This design comes from an exercise in tuning for small area on the open sky130 flow, not from production work. The RTL was checked by simulation tests, not by an equivalence proof against the original design. The flow treats the clock pin as an ideal source, which a real chip does not have. Power and IR drop assume default switching activity.

File: flow/flow/abc_area.script
strash
dc2
balance -l
resub -K 6 -l
rewrite -l
resub -K 6 -N 2 -l
refactor -l
resub -K 8 -l
balance -l
resub -K 8 -N 2 -l
rewrite -l
resub -K 10 -l
rewrite -z -l
resub -K 10 -N 2 -l
balance -l
resub -K 12 -l
refactor -z -l
resub -K 12 -N 2 -l
rewrite -z -l
balance -l
&get -n
&deepsyn -T 30
&dch -f
&nf -p -R 1000
&put
topo
File: flow/design.v
`timescale 1ns/1ps
module top(
    input ck, reset,
    input start_button, reflex_button,
    output CA, CB, CC, CD, CE, CF, CG, DP,
    output led, block,
    output [7:0] AN
);
    localparam [3:0] S_IDLE = 4'd0, S_WR = 4'd1, S_T = 4'd2, S_CMP = 4'd3, S_LM = 4'd4;
    reg [3:0] st;
    reg [5:0] r6;        
    reg [9:0] ds;        
    reg [5:0] val;       
    reg [9:0] kl;        
    reg [1:0] err;       
    reg [3:0] ncnt0, ncnt1, ncnt2, ncnt3;
    reg [3:0] nrec0, nrec1, nrec2, nrec3;
    wire [3:0] cnt0 = ~ncnt0, cnt1 = ~ncnt1, cnt2 = ~ncnt2, cnt3 = ~ncnt3;
    wire [3:0] rec0 = ~nrec0, rec1 = ~nrec1, rec2 = ~nrec2, rec3 = ~nrec3;
    reg [3:0] rf;        
    reg [2:0] sel;
    wire in_idle = (st == S_IDLE);
    wire in_wr = (st == S_WR);
    wire in_t = (st == S_T);
    wire in_cmp = (st == S_CMP);
    wire in_lm = (st == S_LM);
    wire in_lock = st[3];
    wire [1:0] w = st[1:0];
    wire [15:0] k = {val, kl};
    wire k_fb = ~(k[15] ^ k[9] ^ k[3] ^ k[0]);
    wire lock_hit = (k[15:2] == 14'b11010011000000);
    wire ms_tick = in_t & k[10];
    wire wrap = ms_tick | lock_hit;
    wire lock_end = k[2];
    wire en_ds = (ds[8:0] == 9'd278);
    wire zero = ~|val;
    wire r6_top = r6[0] ^ (r6[5] | ~|r6[4:1]);
    wire val_fb = val[5] ^ (val[4] | ~|val[3:0]);
    wire [1:0] err_inc = {err[1] | err[0], err[1] | ~err[0]};
    wire [15:0] ca = {cnt3, cnt2, cnt1, cnt0};
    wire [15:0] cb = {rec3, rec2, rec1, rec0};
    wire [16:0] bw;
    assign bw[0] = 1'b0;
    genvar gi;
    generate for (gi = 0; gi < 16; gi = gi + 1) begin : g_cmp
        assign bw[gi+1] = (~ca[gi] & cb[gi]) | (~ca[gi] & bw[gi]) | (cb[gi] & bw[gi]);
    end endgenerate
    wire is_new = bw[16];
    wire clr_cnt = ~(in_t | in_cmp);
    reg [3:0] st_n;
    always @(*) begin
        if (in_lock) begin
            if (w == 2'd0) st_n = lock_end ? S_IDLE : st;
            else st_n = lock_hit ? {2'b10, w[1] & w[0], ~w[0]} : st;
        end else begin
            case (st)
                S_IDLE: st_n = start_button ? S_WR : S_IDLE;
                S_WR:   st_n = zero ? S_T : (reflex_button ? {2'b10, err_inc} : S_WR);
                S_T:    st_n = reflex_button ? S_CMP : S_T;
                S_CMP:  st_n = start_button ? (is_new ? S_LM : S_WR) : S_CMP;
                default: st_n = S_WR;
            endcase
        end
    end
    always @(posedge ck or posedge reset)
        if (reset) st <= S_IDLE;
        else st <= st_n;
    reg rf_fb;
    always @(*) begin
        case (rf)
            4'd0, 4'd2, 4'd5, 4'd11, 4'd7: rf_fb = 1'b1;
            4'd1, 4'd15, 4'd14, 4'd12, 4'd8: rf_fb = 1'b0;
            default: rf_fb = 1'bx;
        endcase
    end
    wire rf9 = rf[3] & ~rf[2] & ~rf[1];
    always @(posedge ck or posedge reset)
        if (reset) begin
            r6 <= 6'd0;
            ds <= 10'd556;
            err <= 2'd0;
            rf <= 4'd0;
            sel <= 3'd0;
        end else begin
            r6 <= {r6_top, r6[5:1]};
            ds <= {ds[8:0], ds[9] ^ ds[2] ^ en_ds};
            if (in_wr & ~zero & reflex_button) err <= err_inc;
            rf <= {rf[2:0], rf_fb};
            if (rf9) sel <= {sel[2] ^ (sel[1] & sel[0]), sel[1] ^ sel[0], ~sel[0]};
        end
    always @(posedge ck) begin
        if (in_wr) begin
            kl <= 10'd0;
            if (reflex_button) val <= 6'd0;
            else if (en_ds & ~zero) val <= {val[4:0], val_fb};
        end else if (in_t | in_lock) begin
            if (wrap) {val, kl} <= 16'd1;
            else {val, kl} <= {k[14:0], k_fb};
        end else begin
            val <= r6;
            kl <= 10'd0;
        end
    end
    function [3:0] inc10(input [3:0] d);
        inc10 = {(d[3] & ~d[0]) | (d[2] & d[1] & d[0]), d[2] ^ (d[1] & d[0]), (d[1] ^ d[0]) & ~d[3], ~d[0]};
    endfunction
    wire c0 = ms_tick & cnt0[3] & cnt0[0];
    wire c1 = c0 & cnt1[3] & cnt1[0];
    wire c2 = c1 & cnt2[3] & cnt2[0];
    wire c3 = c2 & cnt3[3] & cnt3[0];
    always @(posedge ck or posedge reset)
        if (reset) begin
            ncnt0 <= ~4'd9; ncnt1 <= ~4'd9; ncnt2 <= ~4'd9; ncnt3 <= ~4'd9;
        end else if (clr_cnt) begin
            ncnt0 <= ~4'd0; ncnt1 <= ~4'd0; ncnt2 <= ~4'd0; ncnt3 <= ~4'd0;
        end else begin
            if (ms_tick) ncnt0 <= ~inc10(cnt0);
            if (c0) ncnt1 <= ~inc10(cnt1);
            if (c1) ncnt2 <= ~inc10(cnt2);
            if (c2) ncnt3 <= ~inc10(cnt3);
        end
    always @(posedge ck)
        if (in_lm | reset) begin
            nrec0 <= ncnt0; nrec1 <= ncnt1; nrec2 <= ncnt2; nrec3 <= ncnt3;
        end
    reg [3:0] dig;
    always @(*) begin
        case (sel)
            3'd0: dig = cnt0;
            3'd1: dig = cnt1;
            3'd2: dig = cnt2;
            3'd3: dig = cnt3;
            3'd4: dig = rec0;
            3'd5: dig = rec1;
            3'd6: dig = rec2;
            default: dig = rec3;
        endcase
    end
    reg [6:0] seg;
    always @(*) begin
        case (dig)
            4'd0: seg = 7'b0000001;
            4'd1: seg = 7'b1001111;
            4'd2: seg = 7'b0010010;
            4'd3: seg = 7'b0000110;
            4'd4: seg = 7'b1001100;
            4'd5: seg = 7'b0100100;
            4'd6: seg = 7'b0100000;
            4'd7: seg = 7'b0001111;
            4'd8: seg = 7'b0000000;
            4'd9: seg = 7'b0000100;
            default: seg = 7'bxxxxxxx;
        endcase
    end
    assign {CA, CB, CC, CD, CE, CF, CG} = seg;
    assign AN = ~(8'd1 << sel);
    assign DP = ~(sel[1] & sel[0]);
    assign led = in_t;
    assign block = in_lock;
endmodule
File: flow/standard.sh
#!/bin/bash
# synth_recipe.tcl (not shown) runs the flow's synth.tcl, then flattens the netlist and writes it again
# the make line also repeats each setting of config.mk as NAME=value (left out here)
make -C /OpenROAD-flow-scripts/flow DESIGN_CONFIG=/design/flow/config.mk WORK_HOME=/design/flow/orfs CLKGATE_MAP_FILE= SYNTH_SCRIPT=/design/flow/synth_recipe.tcl "${@:-finish}"
File: flow/flow/run.sh
#!/bin/bash
# Standard ORFS layout (the standard.sh), with these changes:
#  - synthesis maps logic with an area-oriented ABC script (flow/abc_area.script) and
#    without the adder-cell extraction step (ADDER_MAP_FILE empty); register mapping and
#    everything else in synthesis is the standard one
#  - port buffers use the smallest buffer cell
#  - clock tree synthesis arguments from flow/cts_args.txt (no dummy loads), then
#    flow/post_cts.tcl upsizes the clock buffers whose clock pins see the most slew
# Each step's full output goes to a log file in the work folder.
set -euo pipefail
W=$PWD
rm -rf "$W/myscripts"
cp -r "$FLOW_HOME/scripts" "$W/myscripts"
cp "$W/flow/abc_area.script" "$W/myscripts/abc_area.script"
SCRIPTS_DIR="$W/myscripts" ADDER_MAP_FILE= bash "$W/standard.sh" synth > "$W/synth.log" 2>&1
export BUFFER_PORTS_ARGS="-buffer_cell sky130_fd_sc_hd__buf_1"
export CTS_ARGS="$(cat "$W/flow/cts_args.txt")"
export POST_CTS_TCL="$W/flow/post_cts.tcl"
bash "$W/standard.sh" > "$W/layout.log" 2>&1
File: flow/config.mk
export PLATFORM = sky130hd
export DESIGN_NAME = top
export DESIGN_NICKNAME = top
export VERILOG_FILES = /design/flow/design.v
export SDC_FILE = /design/flow/constraint.sdc
export NUM_CORES = 4
export LEC_CHECK = 0
export ABC_AREA = 1
export CAP_MARGIN = 20
export CORE_MARGIN = 2
export CORE_UTILIZATION = 40
export SLEW_MARGIN = 20
File: flow/flow/cts_args.txt
-sink_clustering_enable -repair_clock_nets -buf_list sky130_fd_sc_hd__clkbuf_4 -dont_use_dummy_load
File: flow/constraint.sdc
create_clock -name core_clock -period 10.0 [get_ports {ck}]
set_input_delay 2.0000 -clock core_clock [delete_from_list [all_inputs] [get_ports {ck}]]
set_output_delay 2.0000 -clock core_clock [all_outputs]
set_load 0.01 [all_outputs]
File: flow/flow/post_cts.tcl
set_propagated_clock [all_clocks]
estimate_parasitics -placement
foreach inst [get_cells clkbuf_*] {
  if { [get_property $inst ref_name] ne "sky130_fd_sc_hd__clkbuf_4" } { continue }
  set out [get_pins -of_objects $inst -filter "direction == output"]
  set worst 0
  foreach p [get_pins -of_objects [get_nets -of_objects $out] -filter "direction == input"] {
    if { [get_property $p lib_pin_name] ne "CLK" } { continue }
    set s [get_property $p slew_max]
    if { $s > $worst } { set worst $s }
  }
  if { $worst > 0.105 } {
    puts "post_cts: upsizing [get_full_name $inst] (clock pin slew [format %.1f [expr {$worst * 1000}]] ps)"
    replace_cell $inst sky130_fd_sc_hd__clkbuf_8
  }
}
detailed_placement
estimate_parasitics -placement
==> reports/results.tsv, run 1 <==
metric	value	unit
outcome	timing/DRC/antenna clean	
core	0.007807	mm^2
syn_avg_cell_area	10.82	um^2
synth_top_area_share	25.35	%
multi_input_area	0.001174	mm^2
setup_viol	0	
rsz0062_at_grt	no	
area_growth	9.216	%
p_sw	103.2	uW
clkSlewWorstSetupHoldPaths	0.10	ns
numClockSinks	77	
power_density	136.3	mW/mm^2
use_met2	26.25	%
die_y	94.25	um
min_period	5.196	ns
busiest_layer	met2	
yosysSeqAreaShare	61.44	%
grt_use_met3	5.859	%
pwr-share-comb	2.4	%
drive_gt1_share	6.928	%
drt-total-wl	6.830	mm
synth_edf_count	22	
critPathMaxFanout	11	
syn_area	0.003258	mm^2
die_x	94.25	um
synth-main-ff-cell	dfrtp_1	
sw_frac_of_total	21.26	%
synth_cells	301	
use_met1	23.46	%
grt_pass1_vias	2370	
drc_errors	0	
p_leak	0.001263	uW
grt_use_total	17.24	%
synthTopCellsByArea	dfrtp_1 (25%), edfxtp_1 (20%), dfstp_2 (9.7%)	
ys_ff_latch	77	
dr.pass1.iters	4	
timing.final.max_slew_violations	0	
dp_cells	425	
synth_fp_nets	305	
antenna_found_initial	0	
insertion_delay	0.42	ns
arrival	3.20	ns
cp-end-kind	output pin	
cp.required	8.00	ns
p_total	485.1	uW
maxSlewHeadroom	49.23	%
place_congestion	0.9285	
maxCapViolCount	0	
grt_overflow	0	
synth_largest_area_cell	dfrtp_1	
final_cells	434	
min_path_type	reg2reg	
seqCellArea	0.002002	mm^2
fin_skew	0.02652	ns
ios	22	
fin_crit_sh	51.96	%
synth_cell_types	40	
p_seq_share	67.2	%
nFillCells	755	
rows	32	
grt_pass1_wl	11.70	mm
insertedDiodeCount	0	
avgRoutedWirePerCell	15.74	um
clkPwrFrac	30.4	%
max_freq	192.5	MHz
cp-start-kind	register	
hpwl	4.960	mm
intPower	382.0	uW
tns	0	ns
drtIter0Drc	86	
hold_viol	0	
initial_core_util	41.73	%
final_nets	338	
critical_path_class	reg2out	
cts_tree	done	
die-area	0.008883	mm^2
tightest_slew	0.7536	ns
grt_max_degree	47	
yosysWarnings	1	
io_buffers	21	
routed_via_density	5.433	
fin_util	45.58	%
vias	2358	
ant_nets	0	
async_reset_ff_share	58.44	%
vdd.ir_drop.worst	82.18	uV
cells in the mapped netlist (3+ instances only):
cell type / instances
nand2_1: 27
nor2b_1: 12
edfxtp_1: 22
or2_0: 3
nor4_1: 4
o21ai_0: 18
nand3b_1: 4
nor3_1: 8
xnor2_1: 6
o22ai_1: 22
o21a_1: 6
or3_1: 3
a21oi_1: 11
nand2b_1: 4
dfxtp_1: 10
dfstp_2: 12
a21o_1: 4
nor2_1: 29
clkinv_1: 22
nand3_1: 5
a22o_1: 5
a22oi_1: 6
dfrtp_1: 33
worst max-delay path: stages, from the launching register on:
cell and delay (ns):
dfrtp_1 0.49, nand2_1 0.16, or2_0 0.23, o22ai_1 0.12, or4_1 0.62, o21ai_0 0.35
nor2b_1 0.13, nor4_1 0.37, or2_0 0.16, buf_1 0.15
worst paths after layout:
| kind | startpoint | endpoint | slack, ns | cells after the start |
|---|---|---|---|---|
| min in group asynchronous | reset | ncnt3[0] | 1.69 | 3 |
| worst min-delay path | ds[0] | ds[1] | 0.37 | 0 |
| worst max register to register | st[3] | ncnt3[2] | 6.75 | 12 |
| worst max-delay path | sel[0] | CE | 4.80 | 9 |
| max in group asynchronous | reset | ds[2] | 7.90 | 3 |
| worst min register to register | ds[0] | ds[1] | 0.37 | 0 |
power groups by stage:
stage | clock network, uW | registers [uW] | logic [uW]
2_1_floorplan | 0 | 332 | 8.03
3_3_place_gp | 0 | 332 | 11.9
3_5_place_dp | 0 | 332 | 12.1
5_1_grt | 166 | 326 | 13.7
6_report | 148 | 326 | 11.7
cells by family after synthesis:
group           Yosys count  synth area share (%)
buf+inv                  22                 2.535
fa+ha+maj                 1                0.3072
flops                    77                 61.44
compound gates           84                 16.71
simple gates            109                 16.86
xor+xnor                  8                 2.151
cells in the final DEF (no fill, tap or decap), drive strengths merged, types with 6 or more instances in the layout:
master / count
dfrtp: 33
nor2: 29
nand2: 27
o22ai: 22
edfxtp: 22
buf: 22
clkinv: 21
o21ai: 18
nor2b: 12
dfstp: 12
a21oi: 11
dfxtp: 10
clkbuf: 9
nor3: 8
a22oi: 6
o21a: 6
xnor2: 6
cell type report:
cell class / count / area share, %
repair buffers: 22 / 2.426
inverters: 22 / 2.321
well taps: 102 / 3.586
clock buffers: 9 / 2.426
flip-flops and latches: 77 / 56.26
multi-input cells: 202 / 32.98
per-layer routing:
metal	share of wire, %	wire length [um]
met5	0	0
met4	1.2	81
met3	5.4	368
met2	46	3111
met1	48	3268
registers in the layout, indices dropped and copies added (netlist names), 6 cells and up:
signal and count:
kl 10, val 6, r6 6, ds 10
stage by stage:
| stage | hold slack [ns] | instance area (um^2) | setup slack (ns) |
|---|---|---|---|
| global route | 0.3887 | 3558 | 4.571 |
| finish | 0.3664 | 3558 | 4.804 |
| floorplan | 0.3454 | 3258 | 5.273 |
| global placement | 0.3541 | 3472 | 5.526 |
| detailed placement | 0.3605 | 3472 | 5.290 |
==> run 2, diff against run 1 <==
--- a/flow/design.v
+++ b/flow/design.v
@@ -6,8 +6,8 @@
     output led, block,
     output [7:0] AN
 );
-    localparam [3:0] S_IDLE = 4'd0, S_WR = 4'd1, S_T = 4'd2, S_CMP = 4'd3, S_LM = 4'd4;
-    reg [3:0] st;
+    localparam [2:0] S_IDLE = 3'd0, S_WR = 3'd1, S_T = 3'd2, S_CMP = 3'd3, S_LM = 3'd4, S_L1 = 3'd5;
+    reg [2:0] st;
     reg [5:0] r6;        
     reg [9:0] ds;        
     reg [5:0] val;       
@@ -24,14 +24,13 @@
     wire in_t = (st == S_T);
     wire in_cmp = (st == S_CMP);
     wire in_lm = (st == S_LM);
-    wire in_lock = st[3];
+    wire in_lock = st[2] & (st[1] | st[0]);
     wire [1:0] w = st[1:0];
     wire [15:0] k = {val, kl};
     wire k_fb = ~(k[15] ^ k[9] ^ k[3] ^ k[0]);
     wire lock_hit = (k[15:2] == 14'b11010011000000);
     wire ms_tick = in_t & k[10];
     wire wrap = ms_tick | lock_hit;
-    wire lock_end = k[2];
     wire en_ds = (ds[8:0] == 9'd278);
     wire zero = ~|val;
     wire r6_top = r6[0] ^ (r6[5] | ~|r6[4:1]);
@@ -47,15 +46,15 @@
     end endgenerate
     wire is_new = bw[16];
     wire clr_cnt = ~(in_t | in_cmp);
-    reg [3:0] st_n;
+    reg [2:0] st_n;
     always @(*) begin
         if (in_lock) begin
-            if (w == 2'd0) st_n = lock_end ? S_IDLE : st;
-            else st_n = lock_hit ? {2'b10, w[1] & w[0], ~w[0]} : st;
+            if (lock_hit) st_n = (st == S_L1) ? S_IDLE : {1'b1, w[1] & w[0], ~w[0]};
+            else st_n = st;
         end else begin
             case (st)
                 S_IDLE: st_n = start_button ? S_WR : S_IDLE;
-                S_WR:   st_n = zero ? S_T : (reflex_button ? {2'b10, err_inc} : S_WR);
+                S_WR:   st_n = zero ? S_T : (reflex_button ? {1'b1, err_inc} : S_WR);
                 S_T:    st_n = reflex_button ? S_CMP : S_T;
                 S_CMP:  st_n = start_button ? (is_new ? S_LM : S_WR) : S_CMP;
                 default: st_n = S_WR;
@@ -91,8 +90,10 @@
     always @(posedge ck) begin
         if (in_wr) begin
             kl <= 10'd0;
-            if (reflex_button) val <= 6'd0;
-            else if (en_ds & ~zero) val <= {val[4:0], val_fb};
+            if (~zero) begin
+                if (reflex_button) val <= 6'b111000;
+                else if (en_ds) val <= {val[4:0], val_fb};
+            end
         end else if (in_t | in_lock) begin
             if (wrap) {val, kl} <= 16'd1;
             else {val, kl} <= {k[14:0], k_fb};
--- a/flow/config.mk
+++ b/flow/config.mk
@@ -8,5 +8,5 @@
 export ABC_AREA = 1
 export CAP_MARGIN = 20
 export CORE_MARGIN = 2
-export CORE_UTILIZATION = 40
+export CORE_UTILIZATION = 60
 export SLEW_MARGIN = 20
==> run 2 against run 1 <==
Combinational power is 3% lower. Maximum frequency is 0.75% lower. Final area is 1.7% lower. Sequential share of layout area is 0.25 points higher. Clock skew is 0.0063 ns higher. Via count is 4.2% higher. Synthesized area is 0.88% lower. Sequential cell count is 1 lower. Routed wire length is 1.7% lower. First-iteration DRC count is 110% higher. Synthesized cell count is 1.7% lower.
==> reports/results.tsv, run 2 <==
metric	value	unit
crit_slowest_cell	or4_1	
async_reset_ff_share	57.89	%
drive_gt1_share	7.034	%
routed_via_density	6.191	
cp.required	8.00	ns
final_cell_mix	dfrtp_1 (32), nand2_1 (27), o22ai_1 (22), edfxtp_1 (22)	
io_buffers	21	
die-area	0.005985	mm^2
final_nets	333	
min_period	5.235	ns
setup_viol	0	
maxSlewHeadroom	51.49	%
reg.largest.list	ds (10), kl (10)	
rows	26	
crit_top_cell	or2_0	
p_leak	0.001304	uW
syn_area	0.003229	mm^2
die_y	77.37	um
power_density	138.1	mW/mm^2
cp-end-kind	output pin	
grt_max_degree	46	
synth_cells	296	
tns	0	ns
synth_edf_count	22	
drc_errors	0	
cp-start-kind	register	
area_growth	8.330	%
yosysMostFrequentCell	dfrtp_1	
outcome	timing/DRC/antenna clean	
fin_area	0.003498	mm^2
timing.final.max_slew_violations	0	
fin_skew	0.03282	ns
grt_pass1_vias	2358	
synth_largest_area_cell	dfrtp_1	
ant_nets	0	
synth_fp_nets	300	
insertedDiodeCount	0	
yosysWarnings	1	
antenna_found_initial	0	
synth-main-ff-cell	dfrtp_1	
numClockSinks	76	
final_common_cell	dfrtp_1	
insertion_delay	0.44	ns
p_total	483.1	uW
drtIter0Drc	180	
core	0.005140	mm^2
yosysSeqAreaShare	61.22	%
placed_cell_area	0.003403	mm^2
synthTopCellsByCount	dfrtp_1 (32), nand2_1 (27), edfxtp_1 (22), o22ai_1 (22), clkinv_1 (21)	
cp_cell_sequence	nand2_1, or2_0, o22ai_1, or4_1, o21ai_0, nor2b_1, nor4_1, or2_0, buf_1	
grt_overflow	0	
grt_use_total	24.91	%
place_congestion	0.8719	
initial_core_util	62.83	%
max_stage_delay	0.58	ns
nFillCells	419	
arrival	3.24	ns
max_freq	191.0	MHz
synth_cell_types	44	
critPathMaxFanout	10	
die_x	77.37	um
avgRoutedWirePerCell	16.91	um
cts_tree	done	
synthTopCellsByArea	dfrtp_1 (25%), edfxtp_1 (20%), dfstp_2 (9.8%)	
vias	2458	
dr.pass1.iters	5	
hpwl	4.705	mm
critical_path_class	reg2out	
hold_viol	0	
min_path_type	reg2reg	
clkSlewWorstSetupHoldPaths	0.10	ns
rsz0062_at_grt	no	
ios	22	
grt_pass1_wl	11.39	mm
vdd.ir_drop.worst	104.8	uV
tightest_slew	0.7277	ns
syn_avg_cell_area	10.91	um^2
synth_top_area_share	24.80	%
drt-total-wl	6.714	mm
ys_ff_latch	76	
maxCapViolCount	0	
fin_crit_sh	52.35	%
run 2: cell types whose count changed after synthesis, sizes merged, moves of 3 or more:
cell	before	now
nor2	29	18
and3	0	10
o21a	6	0
nor2b	12	7
nand3	5	9
o2bb2ai	0	4
or3	3	7
a21oi	11	14
a22o	5	2
run 2: worst paths after layout:
check	from	end	slack, ns	cells past startpoint
min in group asynchronous	reset	ncnt2[3]	1.67	3
max	sel[1]	CE	4.76	9
max in group asynchronous	reset	ncnt3[2]	7.93	3
min reg2reg	ds[0]	ds[1]	0.36	0
min	ds[0]	ds[1]	0.36	0
max reg2reg	ncnt0[2]	st[0]	7.09	16
run 2: power breakdown:
part | switching, uW | leakage, uW | internal [uW]
combinational | 8.34 | 0.000461 | 2.95
clock | 91.4 | 0.0000518 | 58.5
sequential | 1.61 | 0.000791 | 320
total | 101 | 0.00130 | 382
run 2: layer usage:
layer / wire length, um / share of wire, % / track usage, % / vias up
met2: 3098 / 46 / 37.39 / 78
met3: 312 / 4.6 / 3.953 / 14
met4: 151 / 2.2 / 12.32 / 0
met5: 0 / 0 / 0 / -
met1: 3152 / 47 / 35.71 / 1196
li1: - / - / - / 1170
run 2: cells by family after synthesis:
| logic type | count (synthesis) | synth area share [%] |
|---|---|---|
| AND/OR/NAND/NOR | 110 | 18.02 |
| XOR/XNOR | 8 | 2.170 |
| buffers and inverters | 21 | 2.441 |
| AO/OA/AOI/OAI | 81 | 16.16 |
| flip-flops | 76 | 61.22 |
run 2: critical path: cells and delay by family, from the launching register on:
family                 cells  cell delay (ns)
and+or+nand+nor            6             1.72
buffers and inverters      1             0.15
DFF                        1             0.49
AOI/OAI and AO/OA          2             0.44
run 2: final cells by class:
type,instances,area [um^2],area share [%]
well taps,70,87.58,2.504
repair buffers,22,86.33,2.468
flip-flops and latches,76,1977,56.51
clock buffers,9,92.59,2.647
multi-input cells,199,1176,33.62
inverters,21,78.83,2.253
run 2: metrics by stage:
| stage | util, % | setup slack, ns | cells | hold slack, ns |
|---|---|---|---|---|
| after global routing | 68.06 | 4.542 | 397 | 0.3670 |
| final | 68.06 | 4.765 | 397 | 0.3644 |
| after detailed placement | 66.21 | 5.279 | 388 | 0.3605 |
| after global placement | 66.21 | 5.525 | 388 | 0.3573 |
| after floorplan | - | 5.290 | 296 | 0.3454 |
==> run 3, diff against run 2 <==
--- a/flow/config.mk
+++ b/flow/config.mk
@@ -8,5 +8,5 @@
 export ABC_AREA = 1
 export CAP_MARGIN = 20
 export CORE_MARGIN = 2
-export CORE_UTILIZATION = 60
+export CORE_UTILIZATION = 85
 export SLEW_MARGIN = 20
==> run 3 against run 2 <==
Clock skew is 0.0018 ns lower. Combinational power is 9.7% higher. First-iteration DRC count grew to 4.1 times the previous value. Synthesized area stayed put. Synthesized cell count stayed put. Sequential share of layout area is 0.80 points higher. Critical endpoint unchanged. Largest cell class unchanged. Largest power group unchanged.
==> reports/results.tsv, run 3 <==
metric	value	unit
critical_path_class	reg2out	
min-delay-start	ds[2]	
yosys.area_share.simple	18.02	%
core	0.003661	mm^2
drc_errors	0	
reg.largest.list	ds (10), kl (10)	
hold_viol	0	
synthTopCellsByCount	dfrtp_1 (32), nand2_1 (27), edfxtp_1 (22), o22ai_1 (22), clkinv_1 (21)	
synthMuxAreaShare	0	%
yosysSeqAreaShare	61.22	%
yosysMostFrequentCell	dfrtp_1	
final_cell_mix	dfrtp_1 (32), nand2_1 (27), o22ai_1 (22), edfxtp_1 (22)	
insertedDiodeCount	0	
die_x	65.64	um
arrival	3.26	ns
ys_ff_latch	76	
numClockSinks	76	
ios	22	
area_growth	6.819	%
fin_util	94.22	%
ant_nets	0	
drive_gt1_share	6.728	%
synth_fp_nets	300	
r2r_start	ncnt0[2]	
cp-start-kind	register	
drt-total-wl	10.23	mm
synth-main-ff-cell	dfrtp_1	
nFillCells	102	
cp_cell_sequence	nand2_1, or2_0, o22ai_1, or4_1, o21ai_0, nor2b_1, nor4_1, or2_0, buf_1	
place_congestion	0.9581	
io_buffers	21	
vias	3016	
r2r_end	st[0]	
synthTopCellsByArea	dfrtp_1 (25%), edfxtp_1 (20%), dfstp_2 (9.8%)	
synth_compound_area_share	16.16	%
synth_cells	296	
setup_viol	0	
initial_core_util	88.21	%
synth_top_area_share	24.80	%
syn_area	0.003229	mm^2
grt_overflow	0	
rsz0062_at_grt	no	
dr.pass1.iters	8	
cts_tree	done	
synth_edf_count	22	
hpwl	5.384	mm
holdPathStages	0	
antenna_found_initial	0	
max_freq	190.1	MHz
tns	0	ns
crit_top_cell	or2_0	
timing.final.max_slew_violations	0	
power_density	137.6	mW/mm^2
p_leak	0.001296	uW
async_reset_ff_share	57.89	%
die-area	0.004308	mm^2
insertion_delay	0.42	ns
min_path_type	reg2reg	
maxSlewHeadroom	30.52	%
drtIter0Drc	746	
synth_cell_types	44	
critPathMaxFanout	10	
hold_end	ds[3]	
yosysWarnings	1	
synth_largest_area_cell	dfrtp_1	
tightest_slew	1.040	ns
maxCapViolCount	0	
fin_hold_ws	0.3817	ns
final_common_cell	dfrtp_1	
syn_avg_cell_area	10.91	um^2
synth-adder-area-share	0	%
routed_via_density	8.043	
grt_pass1_vias	2934	
grt_max_degree	46	
final_nets	333	
reg2regPathDepth	16	
outcome	timing/DRC/antenna clean	
fin_crit_sh	52.59	%
synth_xor_area_share	2.170	%
min_period	5.259	ns
r2r_setup_slack	6.64	ns
crit_slowest_cell	or4_1	
max_stage_delay	0.60	ns
grt_pass1_wl	15.74	mm
cp.required	8.00	ns
grt_use_total	52.79	%
cp-end-kind	output pin	
clkSlewWorstSetupHoldPaths	0.12	ns
synth_top_family_by_area	simple AND/OR/NAND/NOR gates	
die_y	65.64	um
rows	22	
fin_skew	0.03104	ns
vdd.ir_drop.worst	145.5	uV
avgRoutedWirePerCell	27.28	um
-- run 3: cell types whose count changed in the layout (fill, tap and decap cells not counted) --
cell,delta
nor2b_2,-1
clkbuf_4,+3
clkbuf_8,-3
nor2b_1,+1
-- run 3: layer usage --
metal	track usage (%)	up-vias	share of wire (%)
met5	1.389	-	0
li1	-	1163	-
met1	58.05	1345	30
met4	40.89	0	11
met3	19.18	126	14
met2	82.70	382	44
-- run 3: worst max-delay path: cells and delay by family (launching register included) --
| family | cells | cell delay, ns |
|---|---|---|
| flip-flops | 1 | 0.49 |
| buffers and inverters | 1 | 0.15 |
| AND/OR/NAND/NOR | 6 | 1.73 |
| AO/OA/AOI/OAI | 2 | 0.48 |
-- run 3: worst max-delay path by stage --
| stage | from | to | slack, ns | depth (start not counted) |
|---|---|---|---|---|
| after global routing | sel[0] | CE | 4.59 | 9 |
| after floorplan | sel[1] | CE | 5.29 | 8 |
| after global placement | sel[1] | CE | 5.56 | 9 |
| final | sel[0] | CE | 4.74 | 9 |
| after detailed placement | sel[1] | CE | 5.37 | 9 |
-- run 3: where the power goes --
group	leakage, uW	internal [uW]	switching, uW	total, uW
clock network	0.0000440	46.2	93.9	140
registers	0.000791	320	1.93	322
logic	0.000461	2.96	9.41	12.4
-- run 3: stage by stage --
step | setup WS, ns | std cells | area [um^2] | power (uW)
floorplan | 5.290 | 296 | 3229 | 335.1
global placement | 5.562 | 366 | 3376 | 338.7
detailed placement | 5.372 | 366 | 3376 | 339.3
global route | 4.592 | 375 | 3450 | 482.1
finish | 4.741 | 375 | 3450 | 474.7
-- run 3: kinds of logic after synthesis --
family          after synthesis
compound gates               81
xor+xnor                      8
buf+inv                      21
flops                        76
simple gates                110
-- run 3: cell type report --
class	count	area, um^2	area share [%]
Sequential cell	76	1977	57.31
Multi-Input combinational cell	199	1174	34.02
Timing Repair Buffer	22	86.33	2.503
Inverter	21	78.83	2.285
Clock buffer	9	73.82	2.140
Tap cell	48	60.06	1.741
==> run 4, diff against run 3 <==
--- a/flow/config.mk
+++ b/flow/config.mk
@@ -8,5 +8,5 @@
 export ABC_AREA = 1
 export CAP_MARGIN = 20
 export CORE_MARGIN = 2
-export CORE_UTILIZATION = 85
+export CORE_UTILIZATION = 40
 export SLEW_MARGIN = 20
==> run 4 against run 3 <==
Critical path depth stayed put. Worst hold slack worse by 0.0064 ns. Final cell count increased by 14%. Power grew 0.14%. Register-to-register slack improved by 0.44 ns. Final area rose by 2.3%. Global-route usage fell by 36 points. Synthesized area is the same. Clock skew fell by 0.0071 ns. Non-clock buffer count is the same. Critical path type unchanged.
==> reports/results.tsv, run 4 <==
metric	value	unit
outcome	timing/DRC/antenna clean	
p_leak	0.001301	uW
routed_via_density	5.657	
timing.final.max_slew_violations	0	
core	0.007767	mm^2
clkSlewWorstSetupHoldPaths	0.07	ns
rows	32	
met3WireLength	291	um
grt_pass1_vias	2297	
yosysWarnings	1	
hold_viol	0	
antenna_found_initial	0	
place_congestion	0.8452	
grt_pass1_wl	11.32	mm
synth-main-ff-cell	dfrtp_1	
synth_cells	296	
cts_tree	done	
power_density	134.7	mW/mm^2
drt-total-wl	6.845	mm
final_nets	333	
syn_avg_cell_area	10.91	um^2
topRoutingLayerUsed	met4	
rsz0062_at_grt	no	
cp-end-kind	output pin	
syn_area	0.003229	mm^2
synth_cell_types	44	
wl_met2	3.025	mm
avgRoutedWirePerCell	15.96	um
seqCellArea	0.001977	mm^2
synthTopCellsByArea	dfrtp_1 (25%), edfxtp_1 (20%), dfstp_2 (9.8%)	
grt_use_total	16.87	%
yosysSeqAreaShare	61.22	%
wl_met1	3.362	mm
dp_slack	5.357	ns
fin_crit_sh	50.63	%
final_cell_mix	dfrtp_1 (32), nand2_1 (27), o22ai_1 (22), edfxtp_1 (22)	
cp.required	8.00	ns
min_path_type	reg2reg	
nFillCells	757	
ant_nets	0	
yosysMostFrequentCell	dfrtp_1	
initial_core_util	41.58	%
critPathMaxFanout	10	
max_freq	197.5	MHz
area_growth	9.299	%
synth_fp_nets	300	
maxSlewHeadroom	29.30	%
drtIter0Drc	137	
io_buffers	21	
die_x	93.85	um
tns	0	ns
dr.pass1.iters	4	
dp_cells	420	
drc_errors	0	
async_reset_ff_share	57.89	%
synth_top_area_share	24.80	%
die-area	0.008808	mm^2
fin_skew	0.02392	ns
final_cells	429	
cp-start-kind	register	
synth_largest_area_cell	dfrtp_1	
hpwl	4.887	mm
insertion_delay	0.41	ns
setup_viol	0	
drive_gt1_share	6.728	%
die_y	93.85	um
synth_edf_count	22	
arrival	3.06	ns
critical_path_class	reg2out	
tightest_slew	1.058	ns
grt_max_degree	46	
final_common_cell	dfrtp_1	
ys_ff_latch	76	
ios	22	
insertedDiodeCount	0	
synthTopCellsByCount	dfrtp_1 (32), nand2_1 (27), edfxtp_1 (22), o22ai_1 (22), clkinv_1 (21)	
worst_slack	4.937	ns
grt_overflow	0	
multi_input_area	0.001174	mm^2
maxCapViolCount	0	
reg.largest.list	ds (10), kl (10)	
vias	2427	
numClockSinks	76	
vdd.ir_drop.worst	77.75	uV
min_period	5.063	ns
run 4: worst paths after layout:
path                       slack (ns)  startpoint  cells past startpoint        to
setup / recovery                 4.94      sel[1]                      9        CE
hold / removal                   0.38       ds[8]                      0     ds[9]
setup reg to reg                 7.08    ncnt0[2]                     16     st[0]
hold reg to reg                  0.38       ds[8]                      0     ds[9]
max in group asynchronous        7.91       reset                      3  ncnt1[1]
min in group asynchronous        1.68       reset                      3     r6[3]
run 4: cells by family (layout without fill, tap and decap cells):
logic type | Yosys count | count (layout) | share of synthesized area (%)
AOI/OAI and AO/OA | 81 | 81 | 16.16
xor gates and xnor gates | 8 | 8 | 2.170
buffers and inverters | 21 | 52 | 2.441
DFF | 76 | 76 | 61.22
and+or+nand+nor | 110 | 110 | 18.02
run 4: layer usage:
layer | up-vias | GRT usage [%]
li1 | 1172 | -
met1 | 1186 | 23.36
met2 | 54 | 24.88
met3 | 15 | 4.254
met4 | 0 | 7.850
met5 | - | 0
run 4: critical path: stages, from the launching register on:
cell and delay [ns]:
dfrtp_1 0.48, nand2_1 0.12, or2_0 0.27, o22ai_1 0.12, or4_1 0.58, o21ai_0 0.31
nor2b_1 0.13, nor4_1 0.35, or2_0 0.16, buf_1 0.15
run 4: final cells by class:
cell class	count	area share (%)
inverters	21	2.233
clock buffers	9	2.446
well taps	102	3.616
repair buffers	22	2.446
flip-flops and latches	76	56.01
multi-input cells	199	33.25
run 4: metrics by stage:
stage | hold WS [ns] | power, uW | cell area (um^2) | util [%]
floorplan | 0.3454 | 335.1 | 3229 | -
global placement | 0.3591 | 339.4 | 3443 | 44.33
detailed placement | 0.3562 | 339.6 | 3443 | 44.33
global route | 0.3886 | 497.9 | 3530 | 45.44
finish | 0.3752 | 475.3 | 3530 | 45.44
run 4: report_power, final:
group          internal (uW)  switching [uW]  leakage, uW
sequential               320            1.61     0.000791
combinational           2.95            8.24     0.000461
clock                   54.4            87.8    0.0000492
total                    378            97.6      0.00130
==> run 5, diff against run 4 <==
--- a/flow/config.mk
+++ b/flow/config.mk
@@ -8,5 +8,5 @@
 export ABC_AREA = 1
 export CAP_MARGIN = 20
 export CORE_MARGIN = 2
-export CORE_UTILIZATION = 40
+export CORE_UTILIZATION = 75
 export SLEW_MARGIN = 20
==> run 5 against run 4 <==
Final area is 2.2% lower. Critical path depth is the same. Utilization rose by 39 points. Non-clock buffer count did not move. Clock skew rose by 0.0081 ns. Combinational power hardly changed. Clock-buffer cell count is the same. Via count grew 6.6%. Final cell count decreased by 12%. Sequential power about the same. Worst hold slack got worse by 0.012 ns. Maximum frequency fell by 1.0%. Still clean.
==> reports/results.tsv, run 5 <==
metric	value	unit
outcome	timing/DRC/antenna clean	
synth_cell_types	44	
drt-total-wl	6.849	mm
syn_avg_cell_area	10.91	um^2
placed_cell_area	0.003378	mm^2
arrival	3.11	ns
vias	2587	
r2r_end	st[0]	
ios	22	
synthTopCellsByCount	dfrtp_1 (32), nand2_1 (27), edfxtp_1 (22), o22ai_1 (22), clkinv_1 (21)	
antenna_found_initial	0	
worst_slack	4.886	ns
avgRoutedWirePerCell	18.17	um
syn_area	0.003229	mm^2
hpwl	4.780	mm
yosysMostFrequentCell	dfrtp_1	
r2r_start	ncnt0[2]	
rsz0062_at_grt	no	
min-delay-start	ds[2]	
die_y	69.62	um
yosysWarnings	1	
cp-end-kind	output pin	
die_x	69.62	um
grt_pass1_vias	2450	
final_nets	333	
dr.pass1.iters	5	
initial_core_util	79.03	%
fin_area	0.003452	mm^2
cts_tree	done	
hold_end	ds[3]	
final_cell_mix	dfrtp_1 (32), nand2_1 (27), o22ai_1 (22), edfxtp_1 (22)	
setup_viol	0	
synth-main-ff-cell	dfrtp_1	
drtIter0Drc	298	
min_period	5.114	ns
routed_via_density	6.862	
async_reset_ff_share	57.89	%
io_buffers	21	
synth_cells	296	
grt_overflow	0	
reg2regPathDepth	16	
tightest_slew	1.026	ns
fin_skew	0.03198	ns
insertion_delay	0.42	ns
timing.final.max_slew_violations	0	
synth_edf_count	22	
grt_pass1_wl	11.63	mm
vdd.ir_drop.worst	109.6	uV
yosysSeqAreaShare	61.22	%
critPathMaxFanout	10	
reg.largest.list	ds (10), kl (10)	
tns	0	ns
drive_gt1_share	6.728	%
synth_fp_nets	300	
cp.required	8.00	ns
r2r_setup_slack	6.94	ns
power_density	135.1	mW/mm^2
core	0.004086	mm^2
grt_max_degree	46	
p_leak	0.001296	uW
drc_errors	0	
dp_slack	5.393	ns
grt_use_total	30.89	%
die-area	0.004847	mm^2
synth_top_area_share	24.80	%
critical_path_class	reg2out	
fin_crit_sh	51.14	%
maxSlewHeadroom	31.48	%
cp-start-kind	register	
min_path_type	reg2reg	
ys_ff_latch	76	
ant_nets	0	
hold_viol	0	
rows	23	
insertedDiodeCount	0	
numClockSinks	76	
final_common_cell	dfrtp_1	
area_growth	6.897	%
synthTopCellsByArea	dfrtp_1 (25%), edfxtp_1 (20%), dfstp_2 (9.8%)	
holdPathStages	0	
synth_largest_area_cell	dfrtp_1	
max_freq	195.5	MHz
nFillCells	240	
clkSlewWorstSetupHoldPaths	0.11	ns
place_congestion	0.9361	
maxCapViolCount	0	
run 5: cell types whose count changed in the layout (fill, tap and decap cells not counted):
cell,previous run,this run
clkbuf_8,3,1
clkbuf_4,6,8
run 5: how the worst max path moves through the flow:
stage	from	end	slack, ns	depth (start not counted)
6_report	sel[1]	CE	4.89	9
5_1_grt	sel[1]	CE	4.62	9
3_5_place_dp	sel[1]	CE	5.39	9
3_3_place_gp	sel[1]	CE	5.56	9
2_1_floorplan	sel[1]	CE	5.29	8
run 5: through the flow:
step / hold slack, ns / power [uW] / instances / util, %
floorplan: 0.3454 / 335.1 / 296 / -
global placement: 0.3572 / 338.9 / 368 / 82.67
detailed placement: 0.3623 / 339.3 / 368 / 82.67
global route: 0.3571 / 479.3 / 377 / 84.48
finish: 0.3629 / 466.3 / 377 / 84.48
run 5: area by class of cell:
class	instances	area (um^2)	area share (%)
repair buffers	22	86.33	2.501
well taps	50	62.56	1.812
multi-input cells	199	1174	34.00
flip-flops and latches	76	1977	57.27
clock buffers	9	73.82	2.138
inverters	21	78.83	2.283
run 5: critical path, stage by stage, from the launching register on:
cell and delay, ns:
dfrtp_1 0.48, nand2_1 0.13, or2_0 0.27, o22ai_1 0.12, or4_1 0.58, o21ai_0 0.34, nor2b_1 0.13, nor4_1 0.34
or2_0 0.15, buf_1 0.15
run 5: cell families after synthesis:
kind of cell           count (synthesis)  synth area share (%)
AND/OR/NAND/NOR                      110                 18.02
AO/OA/AOI/OAI                         81                 16.16
flip-flops                            76                 61.22
buffers and inverters                 21                 2.441
XOR/XNOR                               8                 2.170
run 5: where the power goes:
| part | switching (uW) | internal (uW) |
|---|---|---|
| combinational | 8.25 | 2.95 |
| sequential | 1.49 | 320 |
| clock | 87.3 | 46.0 |
run 5: per-layer routing:
layer / vias to the layer above / GRT usage (%) / wire, um
met2: 162 / 48.50 / 3265
met4: 0 / 14.32 / 259
met3: 39 / 6.395 / 540
met1: 1209 / 41.88 / 2784
li1: 1177 / - / -
met5: - / 0 / 0

afterwards: timing with drivers on the ports:
How much do the figures lean on ideal ports? The routed layouts below were timed once more, with nothing changed but the port constraints.
Step 1 sets driving cells, clkbuf_16 on the clock port and buf_2 on the other inputs (assumed; they add their load-dependent delay and slew).
Step 2 times the ports against the registers' clock, not the clock port: input delays grow and output delays shrink by t, the midpoint of the rising clock arrivals with the driver on.
Slacks: ideal ports / drivers / drivers and shift; pairs: ideal ports / drivers.
run | t, ns | setup WS [ns] | worst setup path at the end
run 1 | 0.430 | 4.804 / 4.775 / 5.206 | register to output
run 2 | 0.451 | 4.765 / 4.736 / 5.186 | register to output
run 3 | 0.429 | 4.741 / 4.713 / 5.142 | register to output
run 4 | 0.428 | 4.937 / 4.908 / 5.336 | register to output
run 5 | 0.427 | 4.886 / 4.860 / 5.287 | register to output
After both steps every run listed still meets setup and hold.
